Background: an optimization exercise with open tools, aiming at small area. Do not read the settings as production practice.
Function was checked by simulation only, so behaviour that the tests miss may differ from the original.
Power and IR drop assume default switching activity.

job 101:
Design Interface_BH1750, start of the top module:
module Interface_BH1750(clk,rst,scl,sda_i,sda_o,sda_oe,dvi,seg_led1,seg_led2,row,line,rgb_led1,rgb_led2);
For scale: ~430 cells after synthesis, roughly 55 I/O pins, roughly 0.0032 mm^2 of cells after synthesis.
clock: 10.0 ns
lec_check: 0
cap_margin: 20
core_margin: 2
core_utilization: 50
slew_margin: 20
standard.sh (not shown) runs the stock make flow with config.mk's settings and CLKGATE_MAP_FILE= SYNTH_SCRIPT=/design/flow/synth_recipe.tcl, a recipe that flattens the netlist after the stock synthesis.
==> flow/flow/run.sh <==
#!/bin/bash
# Layout flow: the standard synthesis, then its combinational logic re-mapped
# by a stronger ABC script (registers untouched), then the standard ORFS steps
# with 1x port buffers and a clock tree of small buffers without dummy loads.
# Each tool's output goes to a log file of its own in this folder.
set -euo pipefail
R=$PWD/orfs/results/$FLOW_PLATFORM/Interface_BH1750/base
LIB=$FLOW_HOME/platforms/$FLOW_PLATFORM/lib/sky130_fd_sc_hd__tt_025C_1v80.lib

bash standard.sh synth > 1_synth_standard.log 2>&1
cp $R/1_2_yosys.v 1_2_yosys_standard.v

python3 flow/cellfuncs.py $LIB cellfuncs.v > cellfuncs.log 2>&1
# re-map; if ABC fails, try a plainer script, and keep the standard netlist
# if every script fails
cp 1_2_yosys_standard.v 1_2_yosys_reopt.v
k=0
for S in "+strash;&get -n;&deepsyn -J 200 -T 600;&put;dch -f;amap;topo" \
         "+strash;&get -n;&deepsyn -T 20;&put;dch -f;map -a;topo" \
         "+strash;dch -f;map -a;topo"; do
  k=$((k+1))
  if REOPT_IN=1_2_yosys_standard.v REOPT_OUT=1_2_yosys_try$k.v REOPT_LIB=$LIB \
     REOPT_FUNCS=cellfuncs.v REOPT_TOP=$FLOW_TOP REOPT_PREFIX=reopt${k}_ REOPT_SCRIPT="$S" \
     yosys -c flow/reopt.tcl > 1_reopt${k}_yosys.log 2>&1; then
    cp 1_2_yosys_try$k.v 1_2_yosys_reopt.v
    break
  fi
done
cp 1_2_yosys_reopt.v $R/1_2_yosys.v
touch $R/1_2_yosys.v

export BUFFER_PORTS_ARGS="-buffer_cell sky130_fd_sc_hd__buf_1"
export CTS_ARGS="-sink_clustering_enable -repair_clock_nets -dont_use_dummy_load -buf_list {sky130_fd_sc_hd__clkbuf_4} -root_buf sky130_fd_sc_hd__clkbuf_4 -sink_clustering_size 20"
bash standard.sh finish > 2_finish_standard.log 2>&1
Other scripts of this flow, unchanged in this note and not shown: flow/flow/cellfuncs.py, flow/flow/reopt.tcl
## Diff of input files: job 102 against job 101
Settings: CORE_UTILIZATION: 50 -> 65.
Results
Job 101 tops out at a lower clock frequency than job 102. Diff job 101 -> job 102: tap cell count decreased by 10 relative to the old numbers, total power density per cell area closely matched the old numbers, met2 wirelength from detailed routing decreased by 7.8% relative to the old numbers, die width decreased by 12% relative to the old numbers.
Input-level comparison between job 103 and job 102:
Settings: swapping 65 for 50 in CORE_UTILIZATION.
-- flow/flow/run.sh --
<<< job 102, line 18
for S in "+strash;&get -n;&deepsyn -J 200 -T 600;&put;dch -f;amap;topo" \
>>> job 103, line 18
for S in "+strash;&get -n;&deepsyn -T 40;&put;dch -f;amap;topo" \
[summary]
Job 103: done, clean on timing, DRC and antenna
Changes observed in job 103 relative to job 102: clock power shows no meaningful change, power dissipated by switching net loads shows an increase of 0.00054 mW, end-of-flow core utilization shows a reduction of 18 points, sequential share of layout area shows no meaningful change.
Job 103 vs job 102 on proportion of power drawn by the clock network: job 103 is the higher one.
Total power delta (job 103 -> job 102): insignificant
Total track usage: lower on job 103
The smallest setup slack after layout of job 103 falls short of that of job 102 by 0.068 ns.
Changes observed in job 103 relative to job 102: post-synthesis instance area shows no meaningful change; largest stage delay on the critical path shows an increase of 0.12 ns.
What job 104 does differently from job 103 at the input level:
Settings: CAP_MARGIN: 20 -> 0; CORE_UTILIZATION: 50 -> 65; SLEW_MARGIN: 20 -> 0.
-- flow/flow/run.sh --
<<< job 103, line 18
for S in "+strash;&get -n;&deepsyn -T 40;&put;dch -f;amap;topo" \
>>> job 104, line 18
for S in "+strash;&get -n;&deepsyn -J 200 -T 600;&put;dch -f;amap;topo" \
Results
- Final cell utilization of the core ended up 18 points higher on job 104 than on job 103.
- Of the two candidates, job 103 has the better total number of vias and job 104 the worse one.
- met2 wire length down about 8% in job 104 wrt job 103
- Delta (job 104 minus job 103): total routed wirelength shrank by 320 um; met1 global-route usage picked up an extra 5.4 points; die area saw a decrease; power about even; clock network power neither gained nor lost much.
- Max-capacitance violation count delta (job 103 -> job 104): insignificant
- Summary of job 104 over job 103: worst relative slew slack has increased; sequential cell count saw little to no change.

## afterwards: timing with drivers on the ports
Ports are ideal in the flow. The routed layouts listed here were re-timed in OpenROAD.
Step 1, drivers: a clkbuf_16 drives clk and a buf_2 each remaining input, both assumed.
Step 2, shift: input delay + t, output delay - t, t = (earliest + latest rising clock arrival at the registers) / 2. This alone moves slack from input paths to output paths.
a / b / c = ideal / step 1 / step 2; a / b = the first two.
| run | t, ns | setup WS [ns] | worst hold slack (ns) | worst setup path after step 2 | worst slew at a driven data input, ns |
|---|---|---|---|---|---|
| job 101 | 0.400 | 5.003 / 4.976 / 5.376 | 0.404 / 0.404 / 0.404 | register to output | 0.03 |
| job 102 | 0.400 | 5.071 / 5.044 / 5.444 | 0.403 / 0.403 / 0.403 | register to output | 0.03 |
| job 103 | 0.400 | 5.003 / 4.976 / 5.376 | 0.404 / 0.404 / 0.404 | register to output | 0.03 |
| job 104 | 0.400 | 5.071 / 5.044 / 5.444 | 0.403 / 0.403 / 0.403 | register to output | 0.03 |
After both steps setup and hold are still met in every run listed.
